Source: an optimization exercise on an open RTL-to-GDS flow (aim: small area). Production flows keep margins and buffers that such runs may drop.
Where RTL was checked, it was by simulation tests only, not by an equivalence proof against the original.
No activity file was given, so power comes from the tool's default toggle rates.

==> flow/design.v <==
`timescale 1ns / 1ps
module spi_master #(parameter DATA_WIDTH = 16, parameter ADDRESS_WIDTH = 15)
(
    input   wire                                    clock,
    input   wire                                    reset_n,
    input   wire    [DATA_WIDTH-1:0]                data,
    input   wire    [ADDRESS_WIDTH-1:0]             address,
    input   wire                                    read_write,
    input   wire                                    enable,
    input   wire                                    burst_enable,
    input   wire    [15:0]                          burst_count,
    input   wire    [15:0]                          divider,
    input   wire                                    clock_phase,
    input   wire                                    clock_polarity,
    input   wire                                    master_in_slave_out,
    output  logic                                   serial_clock,
    output  logic   [DATA_WIDTH-1:0]                read_data,
    output  logic                                   busy,
    output  logic                                   slave_select,
    output  reg                                     master_out_slave_in,
    output  reg     [DATA_WIDTH+ADDRESS_WIDTH:0]    read_long_data,
    output  reg                                     read_data_valid,
    output  logic                                   burst_data_ready
);
localparam [2:0] S_IDLE             = 3'b000;
localparam [2:0] S_SET_SS           = 3'b001;
localparam [2:0] S_STOP             = 3'b010;
localparam [2:0] S_TRANSMIT_ADDRESS = 3'b011;
localparam [2:0] S_TRANSMIT_DATA    = 3'b100;
localparam [2:0] S_TRANSMIT_DATA_L  = 3'b101;
localparam [2:0] S_READ_DATA        = 3'b110;
localparam [2:0] S_READ_DATA_L      = 3'b111;
reg     [2:0]   state;
reg     [1:0]   pc;                  
reg     [3:0]   bc;
reg     [15:0]  divider_counter;
reg     [15:0]  saved_burst_count;
reg             shifted_out;
reg     [31:0]  shift_register;
reg             saved_clock_phase;
reg             saved_clock_polarity;
reg             saved_burst_enable;
reg             borrow;
logic           tick, later_word;
logic           st_idle, st_setss, st_stop, st_addr, st_write, st_read, st_act, st_dr;
logic           pc0, pc1, pc2, pc3, bc0, bc15, end_word;
logic           gt1, rotate, borrow_in;
logic           shift_out, shift_in, shift_top, reload, wrap;
logic           cap_a, cap_b, cap_c;
logic           out_bit;
logic   [2:0]   next_state;
always_comb begin
    tick     = (divider_counter == divider);
    st_idle  = (state == S_IDLE);
    st_setss = (state == S_SET_SS);
    st_stop  = (state == S_STOP);
    st_addr  = (state == S_TRANSMIT_ADDRESS);
    st_write = state[2] & !state[1];
    st_read  = state[2] & state[1];
    st_act   = state[2] | (state[1] & state[0]);
    st_dr    = state[2];
    later_word = state[2] & state[0];    
    pc0      = (pc == 2'b00);
    pc1      = (pc == 2'b01);
    pc2      = (pc == 2'b11);
    pc3      = (pc == 2'b10);
    bc0      = (bc == 4'd0);
    bc15     = (bc == 4'd15);
    end_word = tick & pc3 & bc15;
    gt1      = |saved_burst_count[15:1];
    rotate   = tick & pc3 & st_act;
    borrow_in = (st_dr & bc15) | borrow;
    busy             = !st_idle;
    slave_select     = !(st_act | (st_stop & !pc[1]));
    serial_clock     = (st_act & pc[1]) ^ saved_clock_polarity;
    burst_data_ready = st_write & bc15 & pc[0] & saved_burst_enable & gt1;
    read_data        = read_long_data[DATA_WIDTH-1:0];
    reload    = tick & pc2 & burst_data_ready;
    shift_top = shift_in & !st_addr;
    shift_out = tick & (saved_clock_phase ? (st_act & pc1) : (pc3 & (st_act | st_setss)));
    shift_in  = tick & (saved_clock_phase ? (pc0 & (st_dr | st_stop | (st_addr & !bc0)))
                                          : (pc2 & st_act));
    wrap  = !saved_clock_phase & bc15;
    if (st_setss | (st_addr & !wrap))
        out_bit = shift_register[15];
    else if (st_addr)
        out_bit = shift_register[31];
    else if (wrap)
        out_bit = st_write & saved_burst_enable & gt1 & shift_register[31];
    else if (st_read & later_word)
        out_bit = 1'b0;
    else if (saved_clock_phase)
        out_bit = shifted_out;
    else
        out_bit = shift_register[31];
    cap_a = tick & st_read & pc1 & bc0 & later_word & saved_burst_enable & saved_clock_phase;
    cap_b = end_word & st_read & saved_burst_enable & !saved_clock_phase;
    cap_c = tick & st_stop & pc1;
    next_state = state;
    case (state)
        S_IDLE:             if (enable) next_state = S_SET_SS;
        S_SET_SS:           if (tick) next_state = S_TRANSMIT_ADDRESS;
        S_TRANSMIT_ADDRESS: if (end_word) next_state = master_out_slave_in ? S_READ_DATA : S_TRANSMIT_DATA;
        S_TRANSMIT_DATA,
        S_TRANSMIT_DATA_L,
        S_READ_DATA,
        S_READ_DATA_L:      if (end_word) next_state = (!saved_burst_enable | !gt1) ? S_STOP : {state[2:1], 1'b1};
        S_STOP:             if (tick & pc3) next_state = S_IDLE;
        default:            next_state = S_IDLE;
    endcase
end
always_ff @(posedge clock or negedge reset_n) begin
    if (!reset_n) begin
        state                   <=  S_IDLE;
        divider_counter         <=  0;
        saved_clock_polarity    <=  0;
        master_out_slave_in     <=  0;
        read_long_data          <=  0;
        read_data_valid         <=  0;
    end
    else begin
        state               <=  next_state;
        divider_counter     <=  tick ? 16'd0 : divider_counter + 16'd1;
        if (st_idle)
            saved_clock_polarity <= clock_polarity;
        if (shift_out)
            master_out_slave_in <= out_bit;
        else if (cap_c)
            master_out_slave_in <= 0;
        if (cap_a | cap_b | cap_c)
            read_long_data  <=  shift_register;
        read_data_valid     <=  cap_a | cap_c | (cap_b & gt1);
    end
end
always_ff @(posedge clock) begin
    if (st_idle) begin
        bc                  <=  4'd15;
        pc                  <=  2'b10;
        saved_clock_phase   <=  clock_phase;
        saved_burst_enable  <=  burst_enable;
        saved_burst_count   <=  {burst_count[0], burst_count[15:1]};
    end
    else begin
        if (tick) begin
            pc              <=  {pc[0], !pc[1]};
            if (pc3)
                bc          <=  bc + 4'd1;
        end
        if (rotate)
            saved_burst_count <= {saved_burst_count[0] ^ borrow_in, saved_burst_count[15:1]};
    end
    if (st_idle)
        borrow              <=  1'b0;
    else if (rotate)
        borrow              <=  borrow_in & !saved_burst_count[0];
    if (st_idle | reload)
        shift_register[31:16] <=  data;
    else if (shift_top)
        shift_register[31:16] <=  shift_register[30:15];
    if (st_idle)
        shift_register[15:0]  <=  {address, read_write};
    else if (shift_in)
        shift_register[15:0]  <=  {shift_register[14:0], master_in_slave_out};
    if (shift_in)
        shifted_out         <=  shift_register[31];
end
endmodule
clock: 8.0 ns
lec_check: 0
cap_margin: 20
core_margin: 2
core_utilization: 40
slew_margin: 20
standard.sh (not shown) runs the stock make flow with config.mk's settings and CLKGATE_MAP_FILE= SYNTH_SCRIPT=/design/flow/synth_recipe.tcl, a recipe that flattens the netlist after the stock synthesis.
==> flow/flow/run.sh <==
#!/bin/bash
# The standard layout (standard.sh), with these changes:
#  - synthesis maps the logic with an area-oriented ABC script (flow/area.abc);
#    flow/my_synth.tcl is synth_recipe.tcl with only the ABC script swapped
#  - the port buffers are the smallest buffer (buf_1) instead of the resizer's pick
#  - clock tree synthesis without dummy loads and with clkbuf_8 clock buffers
set -euo pipefail
HERE=$(pwd)
sed "s#SYNTH_SCRIPT=[^ ]*#SYNTH_SCRIPT=$HERE/flow/my_synth.tcl#" standard.sh > my_standard.sh
export MY_ABC_SCRIPT=$HERE/flow/area.abc
export BUFFER_PORTS_ARGS="-buffer_cell sky130_fd_sc_hd__buf_1"
export CTS_ARGS="-sink_clustering_enable -repair_clock_nets -dont_use_dummy_load -buf_list sky130_fd_sc_hd__clkbuf_8"
bash my_standard.sh > standard.log 2>&1
==> flow/flow/area.abc <==
strash
dch -f
amap
topo
==> flow/flow/my_synth.tcl <==
proc synth {args} { yosys synth -nofsm -noshare {*}$args }
proc abc {args} {
  set i [lsearch -exact $args -script]
  if {$i >= 0} { lset args [expr {$i + 1}] $::env(MY_ABC_SCRIPT) }
  yosys abc {*}$args
}
source $::env(SCRIPTS_DIR)/synth.tcl
# left out here: clear keep_hierarchy, flatten, clean up, hide names made inside functions, write 1_2_yosys.v
The first run passed the timing, design-rule and antenna checks.
Rerun with:
--- a/flow/design.v
+++ b/flow/design.v
@@ -29,11 +29,11 @@
 localparam [2:0] S_TRANSMIT_DATA    = 3'b100;
 localparam [2:0] S_TRANSMIT_DATA_L  = 3'b101;
 localparam [2:0] S_READ_DATA        = 3'b110;
 localparam [2:0] S_READ_DATA_L      = 3'b111;
 reg     [2:0]   state;
-reg     [1:0]   pc;                  
+reg     [1:0]   pc;
 reg     [3:0]   bc;
 reg     [15:0]  divider_counter;
 reg     [15:0]  saved_burst_count;
 reg             shifted_out;
 reg     [31:0]  shift_register;
@@ -43,11 +43,11 @@
 reg             borrow;
 logic           tick, later_word;
 logic           st_idle, st_setss, st_stop, st_addr, st_write, st_read, st_act, st_dr;
 logic           pc0, pc1, pc2, pc3, bc0, bc15, end_word;
 logic           gt1, rotate, borrow_in;
-logic           shift_out, shift_in, shift_top, reload, wrap;
+logic           shift_out, shift_in, reload, wrap;
 logic           cap_a, cap_b, cap_c;
 logic           out_bit;
 logic   [2:0]   next_state;
 always_comb begin
     tick     = (divider_counter == divider);
@@ -58,40 +58,35 @@
     st_write = state[2] & !state[1];
     st_read  = state[2] & state[1];
     st_act   = state[2] | (state[1] & state[0]);
     st_dr    = state[2];
     later_word = state[2] & state[0];    
-    pc0      = (pc == 2'b00);
-    pc1      = (pc == 2'b01);
-    pc2      = (pc == 2'b11);
-    pc3      = (pc == 2'b10);
+    pc0      = (pc == 2'd0);
+    pc1      = (pc == 2'd1);
+    pc2      = (pc == 2'd2);
+    pc3      = (pc == 2'd3);
     bc0      = (bc == 4'd0);
     bc15     = (bc == 4'd15);
     end_word = tick & pc3 & bc15;
     gt1      = |saved_burst_count[15:1];
     rotate   = tick & pc3 & st_act;
     borrow_in = (st_dr & bc15) | borrow;
     busy             = !st_idle;
     slave_select     = !(st_act | (st_stop & !pc[1]));
     serial_clock     = (st_act & pc[1]) ^ saved_clock_polarity;
-    burst_data_ready = st_write & bc15 & pc[0] & saved_burst_enable & gt1;
+    burst_data_ready = st_write & bc15 & (pc[0] ^ pc[1]) & saved_burst_enable & gt1;
     read_data        = read_long_data[DATA_WIDTH-1:0];
     reload    = tick & pc2 & burst_data_ready;
-    shift_top = shift_in & !st_addr;
     shift_out = tick & (saved_clock_phase ? (st_act & pc1) : (pc3 & (st_act | st_setss)));
     shift_in  = tick & (saved_clock_phase ? (pc0 & (st_dr | st_stop | (st_addr & !bc0)))
                                           : (pc2 & st_act));
-    wrap  = !saved_clock_phase & bc15;
-    if (st_setss | (st_addr & !wrap))
-        out_bit = shift_register[15];
-    else if (st_addr)
-        out_bit = shift_register[31];
-    else if (wrap)
+    wrap  = !saved_clock_phase & bc15 & st_dr;
+    if (wrap)
         out_bit = st_write & saved_burst_enable & gt1 & shift_register[31];
     else if (st_read & later_word)
         out_bit = 1'b0;
-    else if (saved_clock_phase)
+    else if (st_write & later_word & saved_clock_phase)
         out_bit = shifted_out;
     else
         out_bit = shift_register[31];
     cap_a = tick & st_read & pc1 & bc0 & later_word & saved_burst_enable & saved_clock_phase;
     cap_b = end_word & st_read & saved_burst_enable & !saved_clock_phase;
@@ -132,35 +127,33 @@
         read_data_valid     <=  cap_a | cap_c | (cap_b & gt1);
     end
 end
 always_ff @(posedge clock) begin
     if (st_idle) begin
-        bc                  <=  4'd15;
-        pc                  <=  2'b10;
+        {bc, pc}            <=  6'd63;
         saved_clock_phase   <=  clock_phase;
         saved_burst_enable  <=  burst_enable;
         saved_burst_count   <=  {burst_count[0], burst_count[15:1]};
     end
     else begin
-        if (tick) begin
-            pc              <=  {pc[0], !pc[1]};
-            if (pc3)
-                bc          <=  bc + 4'd1;
-        end
+        if (tick)
+            {bc, pc}        <=  {bc, pc} + 6'd1;
         if (rotate)
             saved_burst_count <= {saved_burst_count[0] ^ borrow_in, saved_burst_count[15:1]};
     end
     if (st_idle)
         borrow              <=  1'b0;
     else if (rotate)
         borrow              <=  borrow_in & !saved_burst_count[0];
-    if (st_idle | reload)
+    if (st_idle)
+        shift_register[31:16] <=  {address, read_write};
+    else if (reload)
         shift_register[31:16] <=  data;
-    else if (shift_top)
+    else if (shift_in)
         shift_register[31:16] <=  shift_register[30:15];
     if (st_idle)
-        shift_register[15:0]  <=  {address, read_write};
+        shift_register[15:0]  <=  data;
     else if (shift_in)
         shift_register[15:0]  <=  {shift_register[14:0], master_in_slave_out};
     if (shift_in)
         shifted_out         <=  shift_register[31];
 end
The new run ran to the end with no violations.
Clock-buffer cell count does not change.
Routed wire length rises by 7.7%.
Die area increases by 2.1%.
Flip-flop and latch count stays the same.
Total power goes up by 0.52%.
Synthesized area rises by 2.2%.
Critical path depth came out lower by 4.
Final cell count grows by 7.6%.
Worst setup slack gets better by 0.029 ns.
Synthesized cell count climbs by 7.1%.
Via count increases by 6.2%.
Combinational power came out higher by 6.6%.
Cell area climbs by 2.3%.
Sequential share of layout area falls by 1.2 points.
The RTL of the first run of this note was laid out without a check of its function.

==> port drivers added, routing unchanged <==
How much do the figures lean on ideal ports? The routed layouts below were timed once more, with nothing changed but the port constraints.
Step 1, drivers: a clkbuf_16 drives clock and a buf_2 each remaining input, both assumed.
Step 2, shift: input delay + t, output delay - t, t = (earliest + latest rising clock arrival at the registers) / 2. This alone moves slack from input paths to output paths.
a / b / c = ideal / step 1 / step 2; a / b = the first two.
run | t (ns) | slack for setup (ns) | worst setup path after step 2 | latest minus earliest clock arrival (ns) | worst register clock-pin slew, ns
the first run | 0.396 | 2.732 / 2.740 / 2.344 | input to register | 0.024 / 0.024 | 0.10 / 0.10
the second run | 0.386 | 2.761 / 2.765 / 2.379 | input to register | 0.033 / 0.033 | 0.10 / 0.10
After both steps setup and hold are still met in every run listed. The setup slack of the first run, which loses most, moves by +0.008 ns with the drivers and by -0.388 ns with both steps.
